From an optimization exercise on the open Yosys and OpenROAD flow, aimed at a short achievable clock period and few clock cycles; shortcuts taken in it are not production practice. The RTL was checked by simulation tests, not by an equivalence proof against the original design.

==> flow/design.v <==
module ADD_APPROX #(
    parameter bitWidth = 16, parameter approxBits = 6
)(
    input signed [bitWidth-1:0] A,
    input signed [bitWidth-1:0] B,
    input signed Cin,
    output signed [bitWidth-1:0] Sum,
    output signed Cout
);
    wire [bitWidth:0] carry_internal;
    genvar i;
    generate
        for (i = 0; i < approxBits; i = i + 1) begin : approx
            AdderIMPACTThirdApproxOneBit approxInstances (
                .A(A[i]),
                .B(B[i]),
                .Sum(Sum[i]),
                .Cin(carry_internal[i]),
                .Cout(carry_internal[i+1])
            );
        end
    endgenerate
    generate
        for (i = approxBits; i < bitWidth; i = i + 1) begin : accurate
            AdderAccurateOneBit accurateInstances (
                .A(A[i]),
                .B(B[i]),
                .Sum(Sum[i]),
                .Cin(carry_internal[i]),
                .Cout(carry_internal[i+1])
            );
        end
    endgenerate
    assign carry_internal[0] = Cin;
    assign Cout = (A[bitWidth-1] == B[bitWidth-1]) ? A[bitWidth-1] : Sum[bitWidth-1];
endmodule
module AdderIMPACTThirdApproxOneBit (
    input A,
    input B,
    input Cin,
    output Sum,
    output Cout
);
    assign Cout = A;
    assign Sum = B;
endmodule
module AdderAccurateOneBit (
    input A,
    input B,
    input Cin,
    output Sum,
    output Cout
);
    wire axorb;
    assign axorb = A ^ B;
    assign Sum = axorb ^ Cin;
    assign Cout = (axorb & Cin) | (A & B);
endmodule
module PSUM_ADD #(
    parameter data_width = 25,
    parameter approx_bits = 6
) (
    input clk,
    input rst_n,
    input signed [data_width-1:0] pe0_data,
    input signed [data_width-1:0] pe1_data,
    input signed [data_width-1:0] pe2_data,
    input signed [data_width-1:0] pe3_data,
    input signed [data_width-1:0] fifo_data,
    output signed [data_width-1:0] out
);
    reg signed [data_width-1:0] psum0;
    reg signed [data_width-1:0] psum1;
    reg signed [data_width-1:0] psum2;
    reg signed [data_width-1:0] out_r;
    wire signed [data_width-1:0] adderl0_output [1:0];
    wire signed [data_width-1:0] adderl1_output;
    wire signed [data_width-1:0] adderl2_output;
    assign out = out_r;
    always @(posedge clk or negedge rst_n) begin
        if (!rst_n) begin
            psum0 <= 0;
            psum1 <= 0;
            psum2 <= 0;
            out_r   <= 0;
        end else begin
            psum0 <= adderl0_output[0];
            psum1 <= adderl0_output[1];
            psum2 <= adderl1_output;
            out_r <= adderl2_output;
        end
    end
    ADD_APPROX #(
    .bitWidth(data_width), 
    .approxBits(approx_bits)
    ) 
    ADD0_LAYER0 (
        .A(pe0_data),
        .B(pe1_data),
        .Cin(1'b0),
        .Sum(adderl0_output[0])
    );
    ADD_APPROX #(
    .bitWidth(data_width), 
    .approxBits(approx_bits)
    ) 
    ADD1_LAYER0 (
        .A(pe2_data),
        .B(pe3_data),
        .Cin(1'b0),
        .Sum(adderl0_output[1])
    );
    ADD_APPROX #(
    .bitWidth(data_width), 
    .approxBits(approx_bits)
    ) 
    ADD0_LAYER1 (
        .A(psum0),
        .B(psum1),
        .Cin(1'b0),
        .Sum(adderl1_output)
    );
    ADD_APPROX #(
    .bitWidth(data_width), 
    .approxBits(approx_bits)
    ) 
    ADD0_LAYER2 (
        .A(psum2),
        .B(fifo_data),
        .Cin(1'b0),
        .Sum(adderl2_output)
    );
endmodule
module SYNCH_FIFO #(
    parameter data_width = 25,
    parameter addr_width = 8,
    parameter depth      = 61
) (
    input clk,
    input rd_en,
    input wr_en,
    input rst_n,
    output empty,
    output full,
    output reg [data_width-1:0] data_out,
    input [data_width-1:0] data_in
);
    reg [addr_width:0] cnt;
    reg [data_width-1:0] fifo_mem [0:depth-1];
    reg [addr_width-1:0] rd_ptr;
    reg [addr_width-1:0] wr_ptr;
    assign empty = (cnt == 0);
    assign full  = (cnt == depth);
    always @(posedge clk or negedge rst_n) begin
        if (!rst_n)
            rd_ptr   <= 0;
        else if (rd_en && !empty) begin
            if (rd_ptr == depth-1)
                rd_ptr <= 0;
            else
                rd_ptr <= rd_ptr + 1;
        end else 
            rd_ptr <= rd_ptr;
    end
    always @(posedge clk or negedge rst_n) begin
        if (!rst_n) 
            data_out <= 0;
        else if (rd_en && !empty)
            data_out <= fifo_mem[rd_ptr];
    end
    always @(posedge clk or negedge rst_n) begin
        if (!rst_n)
            wr_ptr <= 0;
        else if (wr_en  && !full) begin
            if (wr_ptr == depth-1)
                wr_ptr <= 0;
            else
                wr_ptr <= wr_ptr + 1;
        end else 
            wr_ptr <= wr_ptr;
    end
    always @(posedge clk) begin
        if (wr_en  & ~full)
            fifo_mem[wr_ptr] <= data_in;
    end
    always @(posedge clk or negedge rst_n) begin
        if (!rst_n)
            cnt <= 0;
        else begin
            case ({wr_en, rd_en})
                2'b00: cnt <= cnt;
                2'b01: cnt <= !empty ? cnt-1 : cnt;
                2'b10: cnt <= !full  ? cnt+1 : cnt;
                2'b11: cnt <= cnt;
            endcase
        end
    end
endmodule
module PSUM_BUFF #(
    parameter data_width = 25,
    parameter addr_width = 8,
    parameter depth      = 61,
    parameter approx_bits = 6
) (
    input clk,
    input rst_n,
    input p_valid_data,
    input p_write_zero,
    input p_init,
    input odd_cnt,
    input signed [data_width-1:0] pe0_data,
    input signed [data_width-1:0] pe1_data,
    input signed [data_width-1:0] pe2_data,
    input signed [data_width-1:0] pe3_data,
    output [data_width-1:0] fifo_out,
    output valid_fifo_out
);
    reg  [data_width-1:0] fifo_in0;
    reg  [data_width-1:0] fifo_in1;
    wire signed [data_width-1:0] adder_out;
    wire empty0, full0;
    wire empty1, full1;
    reg fifo_rd_en0;
    reg fifo_wr_en0;
    reg fifo_rd_en1;
    reg fifo_wr_en1;
    reg d_odd_cnt;
    always @(posedge clk or negedge rst_n) begin
        if (!rst_n)
            d_odd_cnt <= 0;
        else 
            d_odd_cnt <= odd_cnt;
    end
    reg [3-1:0] p_valid;
    reg [3-1:0] p_write_zero_reg;
    reg [data_width-1:0] fifo_out_i;
    reg [data_width-1:0] fifo_out_a;
    wire [data_width-1:0] fifo_out_i0;
    wire [data_width-1:0] fifo_out_i1;
    always @(*) begin
        if (!rst_n) begin
            fifo_out_i = 0;
            fifo_out_a = 0;
        end else if (~d_odd_cnt) begin
            fifo_out_i = fifo_out_i1;
            fifo_out_a = fifo_out_i0;
        end else begin
            fifo_out_i = fifo_out_i0;
            fifo_out_a = fifo_out_i1;
        end
    end
    assign valid_fifo_out = p_write_zero_reg;
    assign fifo_out = fifo_out_i[data_width-1] ? 0 : fifo_out_i;
    wire write_zero;
    assign write_zero = p_write_zero || p_write_zero_reg;
    always @(*) begin
        if (!rst_n) begin
            fifo_rd_en0 = 0;
            fifo_wr_en0 = 0;
            fifo_rd_en1 = 0;
            fifo_wr_en1 = 0;
            fifo_in0 = 0;
            fifo_in1 = 0;
        end else if (p_init) begin
            fifo_rd_en0 = 0;
            fifo_wr_en0 = 1;
            fifo_rd_en1 = 0;
            fifo_wr_en1 = 1;
            fifo_in0 = 0;
            fifo_in1 = 0;
        end else if (write_zero & d_odd_cnt) begin
            fifo_rd_en0 = p_write_zero;
            fifo_wr_en0 = p_write_zero_reg;
            fifo_rd_en1 = p_valid[0];
            fifo_wr_en1 = p_valid[2];
            fifo_in0 = 0;
            fifo_in1 = adder_out;
        end else if (write_zero & ~d_odd_cnt) begin
            fifo_rd_en1 = p_write_zero;
            fifo_wr_en1 = p_write_zero_reg;
            fifo_rd_en0 = p_valid[0];
            fifo_wr_en0 = p_valid[2];
            fifo_in1 = 0;
            fifo_in0 = adder_out;
        end else if (~d_odd_cnt & ~write_zero) begin
            fifo_rd_en1 = 0;
            fifo_wr_en1 = 0;
            fifo_rd_en0 = p_valid[0];
            fifo_wr_en0 = p_valid[2];
            fifo_in1 = 0;
            fifo_in0 = adder_out;
        end else if (d_odd_cnt & ~write_zero) begin
            fifo_rd_en0 = 0;
            fifo_wr_en0 = 0;
            fifo_rd_en1 = p_valid[0];
            fifo_wr_en1 = p_valid[2];
            fifo_in0 = 0;
            fifo_in1 = adder_out;
        end else begin
            fifo_rd_en0 = 0;
            fifo_wr_en0 = 0;
            fifo_rd_en1 = 0;
            fifo_wr_en1 = 0;
            fifo_in0 = 0;
            fifo_in1 = 0;
        end
    end
    always @(posedge clk or negedge rst_n) begin
        if (!rst_n)
            p_valid <= 3'b0;
        else 
            p_valid <= {p_valid[1:0], p_valid_data};
    end
    always @(posedge clk or negedge rst_n) begin
        if (!rst_n)
            p_write_zero_reg <= 1'b0;
        else 
            p_write_zero_reg <= p_write_zero;
    end
    PSUM_ADD #(
        .data_width(data_width),
        .approx_bits(approx_bits)
    ) adder_tree (
        .clk(clk),
        .rst_n(rst_n),
        .pe0_data(pe0_data),
        .pe1_data(pe1_data),
        .pe2_data(pe2_data),
        .pe3_data(pe3_data),
        .fifo_data(fifo_out_a),
        .out(adder_out)
    );
    SYNCH_FIFO #(
        .data_width(data_width),
        .addr_width(addr_width),
        .depth(depth)
    ) synch_fifo0 (
        .clk(clk),
        .rd_en(fifo_rd_en0),
        .wr_en(fifo_wr_en0),
        .rst_n(rst_n),
        .empty(empty0),
        .full(full0),
        .data_out(fifo_out_i0),
        .data_in(fifo_in0)
    );
    SYNCH_FIFO #(
        .data_width(data_width),
        .addr_width(addr_width),
        .depth(depth)
    ) synch_fifo1 (
        .clk(clk),
        .rd_en(fifo_rd_en1),
        .wr_en(fifo_wr_en1),
        .rst_n(rst_n),
        .empty(empty1),
        .full(full1),
        .data_out(fifo_out_i1),
        .data_in(fifo_in1)
    );
endmodule
module WRITE_BACK #(
    parameter data_width = 25,
    parameter depth = 61
) (
    input  clk,
    input  rst_n,
    input  start_init,
    input  p_filter_end,
    input  [data_width-1:0] row0,
    input  row0_valid,
    input  [data_width-1:0] row1,
    input  row1_valid,
    input  [data_width-1:0] row2,
    input  row2_valid,
    input  [data_width-1:0] row3,
    input  row3_valid,
    input  [data_width-1:0] row4,
    input  row4_valid,
    output p_write_zero0,
    output p_write_zero1,
    output p_write_zero2,
    output p_write_zero3,
    output p_write_zero4,
    output p_init,
    output [data_width-1:0] out_port0,
    output [data_width-1:0] out_port1,
    output port0_valid,
    output port1_valid,
    output start_conv,
    output odd_cnt
);
    localparam IDLE         = 4'd0;
    localparam INIT_BUFF    = 4'd1;
    localparam START_CONV   = 4'd2;
    localparam WAIT_ADD     = 4'd3;
    localparam WAIT_WRITE0    = 4'd4;
    localparam ROW_0_1      = 4'd5;
    localparam CLEAR_0_1    = 4'd6;
    localparam ROW_2_3      = 4'd7;
    localparam CLEAR_2_3    = 4'd8;
    localparam ROW_5        = 4'd9;
    localparam CLEAR_START_CONV = 4'd10;
    localparam CLEAR_CNT    = 4'd11;
    reg [3:0] st_next;
    reg [3:0] st_cur;
    reg [7:0] cnt;
    always @(posedge clk or negedge rst_n) begin
        if (!rst_n)
            st_cur <= IDLE;
        else 
            st_cur <= st_next;
    end
    always @(*) begin
        st_next = st_cur;
        case(st_cur)
            IDLE:
                if (start_init)
                    st_next = INIT_BUFF;
                else
                    st_next = IDLE;
            INIT_BUFF:
                if (cnt == depth-1)
                    st_next = START_CONV;
                else
                    st_next = INIT_BUFF;
            START_CONV:
                if (cnt >= depth+2)
                    st_next = CLEAR_START_CONV;
                else 
                    st_next = START_CONV;
            CLEAR_START_CONV:
                if (p_filter_end)
                    st_next = WAIT_ADD;
                else
                    st_next = CLEAR_START_CONV;
            WAIT_ADD:
                if (cnt == depth-1)
                    st_next = WAIT_WRITE0;
                else
                    st_next = WAIT_ADD;
            WAIT_WRITE0:
                st_next = CLEAR_CNT;
            CLEAR_CNT:
                st_next = ROW_0_1;
            ROW_0_1:
                if (cnt == depth-1)
                    st_next = CLEAR_0_1;
                else
                    st_next = ROW_0_1;
            CLEAR_0_1:
                st_next = ROW_2_3;
            ROW_2_3:
                if (cnt == depth-1)
                    st_next = CLEAR_2_3;
                else
                    st_next = ROW_2_3;
            CLEAR_2_3:
                st_next = ROW_5;
            ROW_5:
                if (cnt == depth-1)
                    st_next = CLEAR_START_CONV;
                else
                    st_next = ROW_5;
            default:
                st_next = IDLE;  
        endcase
    end
    reg p_write_zero0_r;
    reg p_write_zero1_r;
    reg p_write_zero2_r;
    reg p_write_zero3_r;
    reg p_write_zero4_r;
    reg p_init_r;
    reg [data_width-1:0] out_port0_r;
    reg [data_width-1:0] out_port1_r;
    reg port0_valid_r;
    reg port1_valid_r;
    reg start_conv_r;
    always @(posedge clk or negedge rst_n) begin
        if (!rst_n)
            start_conv_r <= 0;
        else if (st_cur == START_CONV || st_cur == CLEAR_CNT)
            start_conv_r <= 1;
        else
            start_conv_r <= 0;
    end
    assign start_conv = start_conv_r;
    reg odd_cnt_r;
    always @(posedge clk or negedge rst_n) begin
        if (!rst_n)
            odd_cnt_r <= 0;
        else if (st_cur == CLEAR_CNT)
            odd_cnt_r <= ~odd_cnt;
        else
            odd_cnt_r <= odd_cnt;
    end
    assign odd_cnt = odd_cnt_r;
    always @(posedge clk or negedge rst_n) begin
        if (!rst_n) begin
            p_write_zero0_r <= 0;
            p_write_zero1_r <= 0;
        end else if (st_cur == ROW_0_1) begin
            p_write_zero0_r <= 1;  
            p_write_zero1_r <= 1;
        end else begin
            p_write_zero0_r <= 0;
            p_write_zero1_r <= 0;
        end
    end
    always @(posedge clk or negedge rst_n) begin
        if (!rst_n) begin
            p_write_zero2_r <= 0;
            p_write_zero3_r <= 0;
        end else if (st_cur == ROW_2_3) begin
            p_write_zero2_r <= 1;  
            p_write_zero3_r <= 1;
        end else begin
            p_write_zero2_r <= 0;
            p_write_zero3_r <= 0;
        end
    end
    always @(posedge clk or negedge rst_n) begin
        if (!rst_n) begin
            p_write_zero4_r <= 0;
        end else if (st_cur == ROW_5) begin
            p_write_zero4_r <= 1;  
        end else begin
            p_write_zero4_r <= 0;
        end
    end
    assign p_write_zero0 = p_write_zero0_r;
    assign p_write_zero1 = p_write_zero1_r;
    assign p_write_zero2 = p_write_zero2_r;
    assign p_write_zero3 = p_write_zero3_r;
    assign p_write_zero4 = p_write_zero4_r;   
    always @(posedge clk or negedge rst_n) begin
        if (!rst_n)
            p_init_r <= 0;
        else if (st_cur == INIT_BUFF)
            p_init_r <= 1;
        else
            p_init_r <= 0;
    end
    assign p_init = p_init_r;
    always @(posedge clk or negedge rst_n) begin
        if (!rst_n)
            cnt <= 0;
        else if (st_cur == IDLE || st_cur == CLEAR_0_1  || st_cur == CLEAR_START_CONV
            || st_cur == CLEAR_2_3 || st_cur == CLEAR_CNT)
            cnt <= 0;
        else 
            cnt <= cnt + 1;
    end
    always @(posedge clk or negedge rst_n) begin
        if (!rst_n) begin
            out_port0_r <= 0;
            out_port1_r <= 0;
            port0_valid_r <= 0;
            port1_valid_r <= 0;
        end else begin
            case({row0_valid, row1_valid, row2_valid, row3_valid, row4_valid})
                5'b11000 : begin
                    out_port0_r <= row0;
                    out_port1_r <= row1;
                    port0_valid_r <= row0_valid;
                    port1_valid_r <= row1_valid;
                end
                5'b00110 : begin
                    out_port0_r <= row2;
                    out_port1_r <= row3;
                    port0_valid_r <= row2_valid;
                    port1_valid_r <= row3_valid;
                end
                5'b00001 : begin
                    out_port0_r <= row4;
                    out_port1_r <= 0;
                    port0_valid_r <= row4_valid;
                    port1_valid_r <= 0;
                end
                default : begin
                    out_port0_r <= 0;
                    out_port1_r <= 0;
                    port0_valid_r <= 0;
                    port1_valid_r <= 0;
                end    
            endcase
        end
    end
    assign out_port0 = out_port0_r;
    assign out_port1 = out_port1_r;
    assign port0_valid = port0_valid_r;
    assign port1_valid = port1_valid_r;
endmodule
module PE #(
    parameter approx_bits = 6
)(
    input clk,
    input rst_n,
    input signed [7:0] ifm_input0,
    input signed [7:0] ifm_input1,
    input signed [7:0] ifm_input2,
    input signed [7:0] ifm_input3,
    input signed [7:0] wgt_input0,
    input signed [7:0] wgt_input1,
    input signed [7:0] wgt_input2,
    input signed [7:0] wgt_input3,
    output reg signed [24:0] p_sum
);
reg signed [15:0] product [3:0];
reg signed [16:0] pp_sum [1:0];
wire signed [16:0] adderl0_output [1:0];
wire signed [17:0] adderl1_output;
integer i;
integer j;
always @(posedge clk or negedge rst_n) begin
    if (!rst_n) begin  
        for(i = 0; i < 4; i = i + 1) 
        begin
            product[i] <= 0;
        end
        for(j = 0; j < 2; j = j + 1) 
        begin
            pp_sum[j] <= 0;
        end
        p_sum <= 0;
    end
    else begin  
        product[0] <= ifm_input0 * wgt_input0;
        product[1] <= ifm_input1 * wgt_input1;
        product[2] <= ifm_input2 * wgt_input2;
        product[3] <= ifm_input3 * wgt_input3;
        pp_sum[0] <= adderl0_output[0];
        pp_sum[1] <= adderl0_output[1];
        p_sum[17:0] <= adderl1_output;
        p_sum[18] <= adderl1_output[17];
        p_sum[19] <= adderl1_output[17];
        p_sum[20] <= adderl1_output[17];
        p_sum[21] <= adderl1_output[17];
        p_sum[22] <= adderl1_output[17];
        p_sum[23] <= adderl1_output[17];
        p_sum[24] <= adderl1_output[17];
    end
end
ADD_APPROX #(
    .bitWidth(16), 
    .approxBits(approx_bits)
    ) 
ADD0_LAYER0 (
    .A(product[0]),
    .B(product[1]),
    .Cin(1'b0),
    .Sum(adderl0_output[0][15:0]),
    .Cout(adderl0_output[0][16])
);
ADD_APPROX #(
    .bitWidth(16), 
    .approxBits(approx_bits)
    ) 
ADD1_LAYER0 (
    .A(product[2]),
    .B(product[3]),
    .Cin(1'b0),
    .Sum(adderl0_output[1][15:0]),
    .Cout(adderl0_output[1][16])
);
ADD_APPROX #(
    .bitWidth(17), 
    .approxBits(approx_bits)
    ) 
ADD0_LAYER1 (
    .A(pp_sum[0]),
    .B(pp_sum[1]),
    .Cin(1'b0),
    .Sum(adderl1_output[16:0]),
    .Cout(adderl1_output[17])
);
endmodule
module IFM_BUF (
    input clk,
    input rst_n,
    input ifm_read,
    input signed [7:0] ifm_input,
    output signed [7:0] ifm_buf0,
    output signed [7:0] ifm_buf1,
    output signed [7:0] ifm_buf2,
    output signed [7:0] ifm_buf3
);
reg signed [7:0] ifm_buf [3:0];
integer i;
always @(posedge clk or negedge rst_n) begin
    if (!rst_n) begin  
        for(i = 0; i < 4; i = i + 1) begin
            ifm_buf[i] <= 0;
        end
    end
    else begin
        if(ifm_read) begin  
            ifm_buf[3] <= ifm_buf[2];
            ifm_buf[2] <= ifm_buf[1];
            ifm_buf[1] <= ifm_buf[0];
            ifm_buf[0] <= ifm_input;
        end
        else begin  
            ifm_buf[3] <= ifm_buf[3];
            ifm_buf[2] <= ifm_buf[2];
            ifm_buf[1] <= ifm_buf[1];
            ifm_buf[0] <= ifm_buf[0];
        end
    end
end
assign ifm_buf0 = ifm_buf[0];
assign ifm_buf1 = ifm_buf[1];
assign ifm_buf2 = ifm_buf[2];
assign ifm_buf3 = ifm_buf[3];
endmodule
module WGT_BUF (
    input clk,
    input rst_n,
    input wgt_read,
    input signed [7:0] wgt_input,
    output signed [7:0] wgt_buf0,
    output signed [7:0] wgt_buf1,
    output signed [7:0] wgt_buf2,
    output signed [7:0] wgt_buf3
);
reg signed [7:0] wgt_buf [3:0];
integer i;
always @(posedge clk or negedge rst_n) begin
    if (!rst_n) begin  
        for(i = 0; i < 4; i = i + 1) begin
            wgt_buf[i] <= 0;
        end
    end
    else begin
        if(wgt_read) begin  
            wgt_buf[3] <= wgt_buf[2];
            wgt_buf[2] <= wgt_buf[1];
            wgt_buf[1] <= wgt_buf[0];
            wgt_buf[0] <= wgt_input;
        end
        else begin  
            wgt_buf[3] <= wgt_buf[3];
            wgt_buf[2] <= wgt_buf[2];
            wgt_buf[1] <= wgt_buf[1];
            wgt_buf[0] <= wgt_buf[0];
        end
    end
end
assign wgt_buf0 = wgt_buf[0];
assign wgt_buf1 = wgt_buf[1];
assign wgt_buf2 = wgt_buf[2];
assign wgt_buf3 = wgt_buf[3];
endmodule
module PE_FSM (
    input clk,
    input rst_n,
    input start_conv,
    input start_again,
    input [1:0] cfg_ci,
    input [1:0] cfg_co,
    output reg ifm_read,
    output reg wgt_read,
    output reg p_valid_output,
    output reg last_chanel_output,
    output reg end_conv
);
reg [5:0] ci;
reg [5:0] co;
reg [5:0] cnt1;
reg [8:0] cnt2;
reg [4:0] cnt3;
reg [2:0] current_state;
reg [2:0] next_state;
reg p_valid;
reg last_chanel;
reg [2:0] p_valid_i;
reg [2:0] last_chanel_i;
parameter [2:0]
    IDLE = 3'b000,
    S1 = 3'b001,
    S2 = 3'b010,
    FINISH = 3'b100;
parameter[6:0] tile_length =  16;
always @ (posedge clk or negedge rst_n) begin
    if(!rst_n)
        current_state <= IDLE;
    else
        current_state <= next_state;
end
always @(posedge clk or negedge rst_n) begin
    if (!rst_n) begin
        ci <= 0;
        co <= 0;
    end else if(start_conv) begin 
        ci <= ((cfg_ci + 6'b000001) << 3);
        co <= ((cfg_co + 6'b000001) << 3);
    end
end
always @(*) begin
    next_state = 3'bx;
    case(current_state)
        IDLE: begin
            if(start_again)
                next_state = S1;
            else if(start_again && cnt2 == 0 && cnt3 == 0)
                next_state = FINISH;
            else 
                next_state = IDLE;
        end
        S1: begin
            next_state = (cnt1 == 4) ? S2 : S1;
        end
        S2: begin
            if(cnt2 == 0 && cnt1 == 0)
                next_state = IDLE;
            else if(cnt1 == 0)
                next_state = S1;
            else
                next_state = S2;
        end
        default: begin
            next_state = IDLE;
        end
    endcase
end
always @ (posedge clk or negedge rst_n) begin
    if(!rst_n) begin
        cnt1 <= 0;
        cnt2 <= 0;
        cnt3 <= 0;
    end
    else begin
        if(next_state == IDLE)
            cnt1 <= 0;
        else begin  
            if (cnt1 == tile_length + 2)  
                cnt1 <= 0;
            else      
                cnt1 <= cnt1 + 1;
            if(cnt1 == 0) begin  
                if(cnt2 == ci-1)   
                    cnt2 <= 0;
                else
                    cnt2 <= cnt2 + 1;
                if(cnt2 == 0) begin  
                    if(cnt3 == co*15-1)  
                        cnt3 <= 0;
                    else
                        cnt3 <= cnt3 + 1;
                end
                else 
                    cnt3 <= cnt3;
            end
            else
                cnt2 <= cnt2;
        end
    end
end
always @ (posedge clk or negedge rst_n) begin
    if(!rst_n) begin
        {ifm_read, wgt_read, p_valid, last_chanel, end_conv} <= 5'b00000;
    end
    else begin
        {ifm_read, wgt_read, p_valid, last_chanel, end_conv} <= 5'b00000;
        case(next_state)
            IDLE: begin
                {ifm_read, wgt_read, p_valid, last_chanel, end_conv} <= 5'b00000;
            end
            S1: begin
                {ifm_read, wgt_read, end_conv} <= 3'b110;
                p_valid <= (cnt1 < 3) ? 0 : 1;
                last_chanel <= (cnt1 == 3 && cnt2 == 0) ? 1 : 0; 
            end
            S2: begin
                {ifm_read, wgt_read, p_valid, end_conv} <= 4'b1010; 
                last_chanel <= (cnt2 == 0) ? 1 : 0;               
            end
            FINISH: begin
                {ifm_read, wgt_read, p_valid, last_chanel, end_conv} <= 5'b00001;
            end           
            default: begin
                {ifm_read, wgt_read, p_valid, last_chanel, end_conv} <= 5'b00000;
            end
        endcase
    end
end
always @(posedge clk or negedge rst_n) begin
    if (!rst_n) begin
        p_valid_output     <= 0;
        p_valid_i[2]       <= 0;
        p_valid_i[1]       <= 0;
        p_valid_i[0]       <= 0;
        last_chanel_output <= 0; 
        last_chanel_i[2]   <= 0;
        last_chanel_i[1]   <= 0;
        last_chanel_i[0]   <= 0;
    end else begin
        p_valid_output     <= p_valid_i[2];
        p_valid_i[2]       <= p_valid_i[1];
        p_valid_i[1]       <= p_valid_i[0];
        p_valid_i[0]       <= p_valid;
        last_chanel_output <= last_chanel_i[2]; 
        last_chanel_i[2]   <= last_chanel_i[1];
        last_chanel_i[1]   <= last_chanel_i[0];
        last_chanel_i[0]   <= last_chanel;
    end
end
endmodule
module CONV_ACC #(
    parameter out_data_width = 25,
    parameter buf_addr_width = 5,
    parameter buf_depth      = 16,
    parameter approx_bits    = 6
) (
    input  clk,
    input  rst_n,
    input  start_conv,
    input  [1:0] cfg_ci,
    input  [1:0] cfg_co,
    input  [63:0] ifm,
    input  [31:0] weight,
    output [24:0] ofm_port0,
    output [24:0] ofm_port1,
    output ofm_port0_v,
    output ofm_port1_v,
    output ifm_read,
    output wgt_read,
    output end_conv
);
    reg [7:0] rows [0:7];
    always @(*) begin
        rows[0] = ifm[7:0];
        rows[1] = ifm[15:8];
        rows[2] = ifm[23:16];
        rows[3] = ifm[31:24];
        rows[4] = ifm[39:32];
        rows[5] = ifm[47:40];
        rows[6] = ifm[55:48];
        rows[7] = ifm[63:56];
    end
    reg [7:0] wgts [0:3];
    always @(*) begin
        wgts[0] = weight[7:0];
        wgts[1] = weight[15:8];
        wgts[2] = weight[23:16];
        wgts[3] = weight[31:24];
    end
    wire ifm_read_en;
    wire wgt_read_en;
    assign ifm_read = ifm_read_en;
    assign wgt_read = wgt_read_en;
    wire [out_data_width-1:0] pe00_data, pe10_data, pe20_data, pe30_data;
    wire [out_data_width-1:0] pe01_data, pe11_data, pe21_data, pe31_data;
    wire [out_data_width-1:0] pe02_data, pe12_data, pe22_data, pe32_data;
    wire [out_data_width-1:0] pe03_data, pe13_data, pe23_data, pe33_data;
    wire [out_data_width-1:0] pe04_data, pe14_data, pe24_data, pe34_data;
    wire p_filter_end, p_valid_data, start_again;
    PE_FSM pe_fsm ( .clk(clk), .rst_n(rst_n), .start_conv(start_conv), .start_again(start_again), .cfg_ci(cfg_ci), .cfg_co(cfg_co), 
            .ifm_read(ifm_read_en), .wgt_read(wgt_read_en), .p_valid_output(p_valid_data), 
            .last_chanel_output(p_filter_end), .end_conv(end_conv) );  
    wire [7:0] ifm_buf00, ifm_buf01, ifm_buf02, ifm_buf03;
    wire [7:0] ifm_buf10, ifm_buf11, ifm_buf12, ifm_buf13;
    wire [7:0] ifm_buf20, ifm_buf21, ifm_buf22, ifm_buf23;
    wire [7:0] ifm_buf30, ifm_buf31, ifm_buf32, ifm_buf33;
    wire [7:0] ifm_buf40, ifm_buf41, ifm_buf42, ifm_buf43;
    wire [7:0] ifm_buf50, ifm_buf51, ifm_buf52, ifm_buf53;
    wire [7:0] ifm_buf60, ifm_buf61, ifm_buf62, ifm_buf63;
    wire [7:0] ifm_buf70, ifm_buf71, ifm_buf72, ifm_buf73;
	wire [7:0] wgt_buf00, wgt_buf01, wgt_buf02, wgt_buf03;
	wire [7:0] wgt_buf10, wgt_buf11, wgt_buf12, wgt_buf13;
	wire [7:0] wgt_buf20, wgt_buf21, wgt_buf22, wgt_buf23;
	wire [7:0] wgt_buf30, wgt_buf31, wgt_buf32, wgt_buf33;
	IFM_BUF ifm_buf0( .clk(clk), .rst_n(rst_n), .ifm_input(rows[0]), .ifm_read(ifm_read_en), 
	.ifm_buf0(ifm_buf00), .ifm_buf1(ifm_buf01), .ifm_buf2(ifm_buf02), .ifm_buf3(ifm_buf03));
	IFM_BUF ifm_buf1( .clk(clk), .rst_n(rst_n), .ifm_input(rows[1]), .ifm_read(ifm_read_en), 
	.ifm_buf0(ifm_buf10), .ifm_buf1(ifm_buf11), .ifm_buf2(ifm_buf12), .ifm_buf3(ifm_buf13));
	IFM_BUF ifm_buf2( .clk(clk), .rst_n(rst_n), .ifm_input(rows[2]), .ifm_read(ifm_read_en), 
	.ifm_buf0(ifm_buf20), .ifm_buf1(ifm_buf21), .ifm_buf2(ifm_buf22), .ifm_buf3(ifm_buf23));
	IFM_BUF ifm_buf3( .clk(clk), .rst_n(rst_n), .ifm_input(rows[3]), .ifm_read(ifm_read_en), 
	.ifm_buf0(ifm_buf30), .ifm_buf1(ifm_buf31), .ifm_buf2(ifm_buf32), .ifm_buf3(ifm_buf33));
	IFM_BUF ifm_buf4( .clk(clk), .rst_n(rst_n), .ifm_input(rows[4]), .ifm_read(ifm_read_en), 
	.ifm_buf0(ifm_buf40), .ifm_buf1(ifm_buf41), .ifm_buf2(ifm_buf42), .ifm_buf3(ifm_buf43));
	IFM_BUF ifm_buf5( .clk(clk), .rst_n(rst_n), .ifm_input(rows[5]), .ifm_read(ifm_read_en), 
	.ifm_buf0(ifm_buf50), .ifm_buf1(ifm_buf51), .ifm_buf2(ifm_buf52), .ifm_buf3(ifm_buf53));
	IFM_BUF ifm_buf6( .clk(clk), .rst_n(rst_n), .ifm_input(rows[6]), .ifm_read(ifm_read_en), 
	.ifm_buf0(ifm_buf60), .ifm_buf1(ifm_buf61), .ifm_buf2(ifm_buf62), .ifm_buf3(ifm_buf63));
	IFM_BUF ifm_buf7( .clk(clk), .rst_n(rst_n), .ifm_input(rows[7]), .ifm_read(ifm_read_en), 
	.ifm_buf0(ifm_buf70), .ifm_buf1(ifm_buf71), .ifm_buf2(ifm_buf72), .ifm_buf3(ifm_buf73));
	WGT_BUF wgt_buf0( .clk(clk), .rst_n(rst_n), .wgt_input(wgts[0]), .wgt_read(wgt_read_en), 
	.wgt_buf0(wgt_buf00), .wgt_buf1(wgt_buf01), .wgt_buf2(wgt_buf02), .wgt_buf3(wgt_buf03));
	WGT_BUF wgt_buf1( .clk(clk), .rst_n(rst_n), .wgt_input(wgts[1]), .wgt_read(wgt_read_en), 
	.wgt_buf0(wgt_buf10), .wgt_buf1(wgt_buf11), .wgt_buf2(wgt_buf12), .wgt_buf3(wgt_buf13));
	WGT_BUF wgt_buf2( .clk(clk), .rst_n(rst_n), .wgt_input(wgts[2]), .wgt_read(wgt_read_en), 
	.wgt_buf0(wgt_buf20), .wgt_buf1(wgt_buf21), .wgt_buf2(wgt_buf22), .wgt_buf3(wgt_buf23));
	WGT_BUF wgt_buf3( .clk(clk), .rst_n(rst_n), .wgt_input(wgts[3]), .wgt_read(wgt_read_en), 
	.wgt_buf0(wgt_buf30), .wgt_buf1(wgt_buf31), .wgt_buf2(wgt_buf32), .wgt_buf3(wgt_buf33));
	PE #(.approx_bits(approx_bits)) pe00( .clk(clk), .rst_n(rst_n), .ifm_input0(ifm_buf00), .ifm_input1(ifm_buf01), .ifm_input2(ifm_buf02), .ifm_input3(ifm_buf03), 
	.wgt_input0(wgt_buf00), .wgt_input1(wgt_buf01), .wgt_input2(wgt_buf02), .wgt_input3(wgt_buf03), .p_sum(pe00_data) );
	PE #(.approx_bits(approx_bits)) pe01( .clk(clk), .rst_n(rst_n), .ifm_input0(ifm_buf10), .ifm_input1(ifm_buf11), .ifm_input2(ifm_buf12), .ifm_input3(ifm_buf13), 
	.wgt_input0(wgt_buf00), .wgt_input1(wgt_buf01), .wgt_input2(wgt_buf02), .wgt_input3(wgt_buf03), .p_sum(pe01_data) );
	PE #(.approx_bits(approx_bits)) pe02( .clk(clk), .rst_n(rst_n), .ifm_input0(ifm_buf20), .ifm_input1(ifm_buf21), .ifm_input2(ifm_buf22), .ifm_input3(ifm_buf23), 
	.wgt_input0(wgt_buf00), .wgt_input1(wgt_buf01), .wgt_input2(wgt_buf02), .wgt_input3(wgt_buf03), .p_sum(pe02_data) );
	PE #(.approx_bits(approx_bits)) pe03( .clk(clk), .rst_n(rst_n), .ifm_input0(ifm_buf30), .ifm_input1(ifm_buf31), .ifm_input2(ifm_buf32), .ifm_input3(ifm_buf33), 
	.wgt_input0(wgt_buf00), .wgt_input1(wgt_buf01), .wgt_input2(wgt_buf02), .wgt_input3(wgt_buf03), .p_sum(pe03_data) );
	PE #(.approx_bits(approx_bits)) pe04( .clk(clk), .rst_n(rst_n), .ifm_input0(ifm_buf40), .ifm_input1(ifm_buf41), .ifm_input2(ifm_buf42), .ifm_input3(ifm_buf43), 
	.wgt_input0(wgt_buf00), .wgt_input1(wgt_buf01), .wgt_input2(wgt_buf02), .wgt_input3(wgt_buf03), .p_sum(pe04_data) );
	PE #(.approx_bits(approx_bits)) pe10( .clk(clk), .rst_n(rst_n), .ifm_input0(ifm_buf10), .ifm_input1(ifm_buf11), .ifm_input2(ifm_buf12), .ifm_input3(ifm_buf13), 
	.wgt_input0(wgt_buf10), .wgt_input1(wgt_buf11), .wgt_input2(wgt_buf12), .wgt_input3(wgt_buf13), .p_sum(pe10_data) );
	PE #(.approx_bits(approx_bits)) pe11( .clk(clk), .rst_n(rst_n), .ifm_input0(ifm_buf20), .ifm_input1(ifm_buf21), .ifm_input2(ifm_buf22), .ifm_input3(ifm_buf23), 
	.wgt_input0(wgt_buf10), .wgt_input1(wgt_buf11), .wgt_input2(wgt_buf12), .wgt_input3(wgt_buf13), .p_sum(pe11_data) );
	PE #(.approx_bits(approx_bits)) pe12( .clk(clk), .rst_n(rst_n), .ifm_input0(ifm_buf30), .ifm_input1(ifm_buf31), .ifm_input2(ifm_buf32), .ifm_input3(ifm_buf33), 
	.wgt_input0(wgt_buf10), .wgt_input1(wgt_buf11), .wgt_input2(wgt_buf12), .wgt_input3(wgt_buf13), .p_sum(pe12_data) );
	PE #(.approx_bits(approx_bits)) pe13( .clk(clk), .rst_n(rst_n), .ifm_input0(ifm_buf40), .ifm_input1(ifm_buf41), .ifm_input2(ifm_buf42), .ifm_input3(ifm_buf43), 
	.wgt_input0(wgt_buf10), .wgt_input1(wgt_buf11), .wgt_input2(wgt_buf12), .wgt_input3(wgt_buf13), .p_sum(pe13_data) );
	PE #(.approx_bits(approx_bits)) pe14( .clk(clk), .rst_n(rst_n), .ifm_input0(ifm_buf50), .ifm_input1(ifm_buf51), .ifm_input2(ifm_buf52), .ifm_input3(ifm_buf53), 
	.wgt_input0(wgt_buf10), .wgt_input1(wgt_buf11), .wgt_input2(wgt_buf12), .wgt_input3(wgt_buf13), .p_sum(pe14_data) );
	PE #(.approx_bits(approx_bits)) pe20( .clk(clk), .rst_n(rst_n), .ifm_input0(ifm_buf20), .ifm_input1(ifm_buf21), .ifm_input2(ifm_buf22), .ifm_input3(ifm_buf23), 
	.wgt_input0(wgt_buf20), .wgt_input1(wgt_buf21), .wgt_input2(wgt_buf22), .wgt_input3(wgt_buf23), .p_sum(pe20_data) );
	PE #(.approx_bits(approx_bits)) pe21( .clk(clk), .rst_n(rst_n), .ifm_input0(ifm_buf30), .ifm_input1(ifm_buf31), .ifm_input2(ifm_buf32), .ifm_input3(ifm_buf33), 
	.wgt_input0(wgt_buf20), .wgt_input1(wgt_buf21), .wgt_input2(wgt_buf22), .wgt_input3(wgt_buf23), .p_sum(pe21_data) );
	PE #(.approx_bits(approx_bits)) pe22( .clk(clk), .rst_n(rst_n), .ifm_input0(ifm_buf40), .ifm_input1(ifm_buf41), .ifm_input2(ifm_buf42), .ifm_input3(ifm_buf43), 
	.wgt_input0(wgt_buf20), .wgt_input1(wgt_buf21), .wgt_input2(wgt_buf22), .wgt_input3(wgt_buf23), .p_sum(pe22_data) );
	PE #(.approx_bits(approx_bits)) pe23( .clk(clk), .rst_n(rst_n), .ifm_input0(ifm_buf50), .ifm_input1(ifm_buf51), .ifm_input2(ifm_buf52), .ifm_input3(ifm_buf53), 
	.wgt_input0(wgt_buf20), .wgt_input1(wgt_buf21), .wgt_input2(wgt_buf22), .wgt_input3(wgt_buf23), .p_sum(pe23_data) );
	PE #(.approx_bits(approx_bits)) pe24( .clk(clk), .rst_n(rst_n), .ifm_input0(ifm_buf60), .ifm_input1(ifm_buf61), .ifm_input2(ifm_buf62), .ifm_input3(ifm_buf63), 
	.wgt_input0(wgt_buf20), .wgt_input1(wgt_buf21), .wgt_input2(wgt_buf22), .wgt_input3(wgt_buf23), .p_sum(pe24_data) );
	PE #(.approx_bits(approx_bits)) pe30( .clk(clk), .rst_n(rst_n), .ifm_input0(ifm_buf30), .ifm_input1(ifm_buf31), .ifm_input2(ifm_buf32), .ifm_input3(ifm_buf33), 
	.wgt_input0(wgt_buf30), .wgt_input1(wgt_buf31), .wgt_input2(wgt_buf32), .wgt_input3(wgt_buf33), .p_sum(pe30_data) );
	PE #(.approx_bits(approx_bits)) pe31( .clk(clk), .rst_n(rst_n), .ifm_input0(ifm_buf40), .ifm_input1(ifm_buf41), .ifm_input2(ifm_buf42), .ifm_input3(ifm_buf43), 
	.wgt_input0(wgt_buf30), .wgt_input1(wgt_buf31), .wgt_input2(wgt_buf32), .wgt_input3(wgt_buf33), .p_sum(pe31_data) );
	PE #(.approx_bits(approx_bits)) pe32( .clk(clk), .rst_n(rst_n), .ifm_input0(ifm_buf50), .ifm_input1(ifm_buf51), .ifm_input2(ifm_buf52), .ifm_input3(ifm_buf53), 
	.wgt_input0(wgt_buf30), .wgt_input1(wgt_buf31), .wgt_input2(wgt_buf32), .wgt_input3(wgt_buf33), .p_sum(pe32_data) );
	PE #(.approx_bits(approx_bits)) pe33( .clk(clk), .rst_n(rst_n), .ifm_input0(ifm_buf60), .ifm_input1(ifm_buf61), .ifm_input2(ifm_buf62), .ifm_input3(ifm_buf63), 
	.wgt_input0(wgt_buf30), .wgt_input1(wgt_buf31), .wgt_input2(wgt_buf32), .wgt_input3(wgt_buf33), .p_sum(pe33_data) );
	PE #(.approx_bits(approx_bits)) pe34( .clk(clk), .rst_n(rst_n), .ifm_input0(ifm_buf70), .ifm_input1(ifm_buf71), .ifm_input2(ifm_buf72), .ifm_input3(ifm_buf73), 
	.wgt_input0(wgt_buf30), .wgt_input1(wgt_buf31), .wgt_input2(wgt_buf32), .wgt_input3(wgt_buf33), .p_sum(pe34_data) );	
    wire [out_data_width-1:0] fifo_out[0:4];
    wire valid_fifo_out[0:4];
    wire p_write_zero[0:4];
    wire p_init;
    wire odd_cnt;
    WRITE_BACK #(
        .data_width(out_data_width),
        .depth(buf_depth)
    ) writeback_control (
        .clk(clk),
        .rst_n(rst_n),
        .start_init(start_conv),
        .p_filter_end(p_filter_end),
        .row0(fifo_out[0]),
        .row0_valid(valid_fifo_out[0]),
        .row1(fifo_out[1]),
        .row1_valid(valid_fifo_out[1]),
        .row2(fifo_out[2]),
        .row2_valid(valid_fifo_out[2]),
        .row3(fifo_out[3]),
        .row3_valid(valid_fifo_out[3]),
        .row4(fifo_out[4]),
        .row4_valid(valid_fifo_out[4]),
        .p_write_zero0(p_write_zero[0]),
        .p_write_zero1(p_write_zero[1]),
        .p_write_zero2(p_write_zero[2]),
        .p_write_zero3(p_write_zero[3]),
        .p_write_zero4(p_write_zero[4]),
        .p_init(p_init),
        .out_port0(ofm_port0),
        .out_port1(ofm_port1),
        .port0_valid(ofm_port0_v),
        .port1_valid(ofm_port1_v),
        .start_conv(start_again),
        .odd_cnt(odd_cnt)
    );
    PSUM_BUFF #(
        .data_width(out_data_width),
        .addr_width(buf_addr_width),
        .depth(buf_depth),
        .approx_bits(approx_bits)
    ) psum_buff0 (
        .clk(clk),
        .rst_n(rst_n),
        .p_valid_data(p_valid_data),
        .p_write_zero(p_write_zero[0]),
        .p_init(p_init),
        .odd_cnt(odd_cnt),
        .pe0_data(pe00_data),
        .pe1_data(pe10_data),
        .pe2_data(pe20_data),
        .pe3_data(pe30_data),
        .fifo_out(fifo_out[0]),
        .valid_fifo_out(valid_fifo_out[0])
    );
    PSUM_BUFF #(
        .data_width(out_data_width),
        .addr_width(buf_addr_width),
        .depth(buf_depth),
        .approx_bits(approx_bits)
    ) psum_buff1 (
        .clk(clk),
        .rst_n(rst_n),
        .p_valid_data(p_valid_data),
        .p_write_zero(p_write_zero[1]),
        .p_init(p_init),
        .odd_cnt(odd_cnt),
        .pe0_data(pe01_data),
        .pe1_data(pe11_data),
        .pe2_data(pe21_data),
        .pe3_data(pe31_data),
        .fifo_out(fifo_out[1]),
        .valid_fifo_out(valid_fifo_out[1])
    );
    PSUM_BUFF #(
        .data_width(out_data_width),
        .addr_width(buf_addr_width),
        .depth(buf_depth),
        .approx_bits(approx_bits)
    ) psum_buff2 (
        .clk(clk),
        .rst_n(rst_n),
        .p_valid_data(p_valid_data),
        .p_write_zero(p_write_zero[2]),
        .p_init(p_init),
        .odd_cnt(odd_cnt),
        .pe0_data(pe02_data),
        .pe1_data(pe12_data),
        .pe2_data(pe22_data),
        .pe3_data(pe32_data),
        .fifo_out(fifo_out[2]),
        .valid_fifo_out(valid_fifo_out[2])
    );
    PSUM_BUFF #(
        .data_width(out_data_width),
        .addr_width(buf_addr_width),
        .depth(buf_depth),
        .approx_bits(approx_bits)
    ) psum_buff3 (
        .clk(clk),
        .rst_n(rst_n),
        .p_valid_data(p_valid_data),
        .p_write_zero(p_write_zero[3]),
        .p_init(p_init),
        .odd_cnt(odd_cnt),
        .pe0_data(pe03_data),
        .pe1_data(pe13_data),
        .pe2_data(pe23_data),
        .pe3_data(pe33_data),
        .fifo_out(fifo_out[3]),
        .valid_fifo_out(valid_fifo_out[3])
    );
    PSUM_BUFF #(
        .data_width(out_data_width),
        .addr_width(buf_addr_width),
        .depth(buf_depth),
        .approx_bits(approx_bits)
    ) psum_buff4 (
        .clk(clk),
        .rst_n(rst_n),
        .p_valid_data(p_valid_data),
        .p_write_zero(p_write_zero[4]),
        .p_init(p_init),
        .odd_cnt(odd_cnt),
        .pe0_data(pe04_data),
        .pe1_data(pe14_data),
        .pe2_data(pe24_data),
        .pe3_data(pe34_data),
        .fifo_out(fifo_out[4]),
        .valid_fifo_out(valid_fifo_out[4])
    );
endmodule  
==> flow/config.mk <==
export PLATFORM = sky130hd
export DESIGN_NAME = CONV_ACC
export DESIGN_NICKNAME = CONV_ACC
export VERILOG_FILES = /design/flow/design.v
export SDC_FILE = /design/flow/constraint.sdc
export NUM_CORES = 8
export LEC_CHECK = 0
export CAP_MARGIN = 20
export CORE_MARGIN = 2
export CORE_UTILIZATION = 40
export SLEW_MARGIN = 20
==> flow/constraint.sdc <==
create_clock -name core_clock -period 10.0 [get_ports {clk}]
set_input_delay 2.0000 -clock core_clock [delete_from_list [all_inputs] [get_ports {clk}]]
set_output_delay 2.0000 -clock core_clock [all_outputs]
set_load 0.01 [all_outputs]
==> flow/run.sh <==
#!/bin/bash
# synth_recipe.tcl (not shown) runs the flow's synth.tcl, then flattens the netlist and writes it again
# the make line also repeats each setting of config.mk as NAME=value (left out here)
make -C /OpenROAD-flow-scripts/flow DESIGN_CONFIG=/design/flow/config.mk WORK_HOME=/design/flow/orfs CLKGATE_MAP_FILE= SYNTH_SCRIPT=/design/flow/synth_recipe.tcl finish
==> out/results.tsv <==
metric	value	unit
hp-class	flop to flop	
chipWidth	1070	um
cts_tree	built	
pre_cts_ws	-0.427	ns
synthCells	34988	
cts-buffers-inserted	736	
reg2reg_from	psum_buff3.d_odd_cnt	
r2r_end	psum_buff1.adder_tree.out_r[24]	
cts.sinks	6888	
place_inst	49467	
async_flop_share	41.9	%
grt_setup_unrepaired	false	
place.gp.congestion	0.890	
drv_slew	0	
cts_root_buf	clkbuf_16	
startpoint_type	primary input	
drive_above_1_share	10.8	%
routed_wl	1180000	um
fin_nets	42611	
num_vias	263714	
firstDrtPassIters	6	
critPathArrivalTime	10.29	ns
numPortBuffers	153	
postCtsSetupRepairBufs	0	
clk_pin_slew	0.06	ns
std_cell_rows	392	
clock_skew	0.115	ns
cpPeakStageDelay	0.47	ns
synth_top_family_by_area	adder cells	
finalHoldViolCount	0	
synthXorXnorAreaFrac	2.90	%
status	finished clean	
yosysTopAreaCellShare	26.3	%
ys_seq_area_share	42.1	%
min_period_over_period	93.0	%
die_area	1150000	um^2
cap_violations	0	
grt-ovfl-total	0	
synthTopCellsByArea	edfxtp_1 26%, fa_1 23%, dfrtp_1 16%	
synth_simple_gate_area_share	8.79	%
start_util	40.1	%
vias_per_cell	5.17	
die_h	1070	um
path_class	primary input to flop	
dp_hpwl	832000	um
insertion_delay	1.20	ns
antenna_found_initial	139	
synth-main-ff-cell	edfxtp_1	
hold_depth	0	
postRouteAntennaNets	0	
cts_resized	0	
fin_util	44.1	%
synth-compound-area-share	2.95	%
critPathCapture	psum_buff1.adder_tree.out_r[24]	
min_period	9.30	ns
grt_usage	20.6	%
first_global_vias	281521	
cp.required	10.99	ns
grt_max_degree	173	
grt_pass1_wl	1790000	um
slowest_stage	fa_1	
cp_common_cell	fa_1	
synth_fa_ha_area_share	29.0	%
critPathLaunch	rst_n	
tightest_slew	1.16	ns
rrSetupSlack	0.86	ns
wl_per_cell	23.1	um
cts.path.max_buffers	5	
slew_headroom	22.9	%
cp-end-kind	flop	
timing.final.ws_setup	0.704	ns
post-route-drc-count	0	
worst-path-max-fanout	8	
io-pin-count	158	
cts_hold_buf	0	
syn_to_final_growth	9.84	%
synth_top_area_cell	edfxtp_1	
synth_edf_count	4000	
finalSetupViolations	0	
synth.mux.area_fraction	8.30	%
tns	0	ns
drt_iter0_drc	21107	
fmax	108	MHz
netlist_area	457000	um^2
stdcell_count	51042	
synth_cell_types	80	
ys_seq_elements	6888	
rr_worst_depth	24	
syn_area_per_cell	13.1	um^2
core_area	1140000	um^2
yosysWarnings	19	
cts_max_level	6	
==> metal layers <==
metal	vias to the layer above	GRT usage, %	routed length [um]
met5	-	0.0123	403
met4	62	6.81	43100
met3	1630	3.36	76100
met2	7537	32.9	549000
met1	140159	28.8	510000
li1	114326	-	-
==> cells in the final DEF (no fill, tap or decap), types with 156 or more instances in the layout <==
cell type  instances
mux2_2           636
a21o_1           318
mux4_2          1250
a21oi_1          536
and3_1           252
fa_1            5169
edfxtp_1        4000
o21ai_0          405
nand2_1         2320
nand3_1          156
inv_1           5693
buf_4            540
xnor2_1         1150
mux2i_1          260
nand2b_1         643
nor2_1           990
clkbuf_16        753
xor2_1           363
dfrtp_1         2809
and2_1          2777
ha_1            2271
diode_2          209
==> area by class of cell <==
cell class | count | area (um^2)
Fill cell | 102148 | 637000
Clock buffer | 969 | 20400
Clock inverter | 396 | 4370
Tap cell | 15169 | 19000
Timing Repair Buffer | 705 | 5820
Multi-Input combinational cell | 21004 | 238000
Antenna cell | 209 | 523
Inverter | 5702 | 21400
Sequential cell | 6888 | 193000
==> metrics by stage <==
stage                     instance area, um^2  hold WS [ns]
after CTS                              501000         0.302
after global placement                 477000         0.335
final                                  502000         0.300
after global routing                   502000         0.314
after detailed placement               477000         0.335
after floorplan                        457000         0.331
==> cells in the mapped netlist (155+ instances only) <==
cell	count
clkbuf_1	1144
xnor2_1	1150
mux4_2	1250
o21ai_0	407
edfxtp_1	4000
nand3_1	156
and3_1	256
dfrtp_1	2888
fa_1	5200
mux2_2	636
and2_1	2790
nand2_1	2320
xor2_1	363
nor2_1	1032
mux2i_1	260
nand2b_1	644
a21oi_1	536
ha_1	2271
inv_1	5693
nor3_1	155
a21o_1	318
==> worst min-delay path by stage <==
stage                       start                  end
2_1_floorplan   pe00.pp_sum[1][5]        pe00.p_sum[5]
3_3_place_gp   pe14.product[1][5]    pe14.pp_sum[0][5]
3_5_place_dp   pe00.product[1][5]    pe00.pp_sum[0][5]
4_1_cts        pe30.product[1][5]    pe30.pp_sum[0][5]
5_1_grt        pe30.product[1][5]    pe30.pp_sum[0][5]
6_report           pe_fsm.p_valid  pe_fsm.p_valid_i[0]
==> worst max-delay path, delay by kind of cell <==
kind	cells	cell delay, ns
buffers and inverters	4	0.48
adders and majority gates	18	7.35
xor gates and xnor gates	2	0.32
and+or+nand+nor	1	0.10
==> cells by family after synthesis <==
logic type	Yosys count
XOR/XNOR	1513
adder cells (fa/ha/maj)	7479
buffers and inverters	7099
other	1
AO/OA/AOI/OAI	2078
flip-flops	6888
AND/OR/NAND/NOR	7784
multiplexers	2146
Testbench counts, summed over its fixed seeds: cycles 647,904.

## afterwards: timing with drivers on the ports
How much do the figures lean on ideal ports? The routed layout below was timed once more, with nothing changed but the port constraints.
Step 1: set_driving_cell puts a clkbuf_16 on clk and a buf_2 on each other input, an assumption about the parent block.
Step 2 also shifts input and output timing later by t, the mid clock arrival at the registers, as if the neighbouring blocks saw the same clock.
Three values: no drivers, after step 1, after step 2; two values: the first two.
t (ns): 1.302
setup WS [ns]: 0.704 / 0.762 / -0.540
worst setup path at the end: input to register
With both steps, setup timing fails in this run, where it was met with ideal ports. For this run, drivers alone change the setup slack by +0.058 ns; drivers and shift together by -1.244 ns.
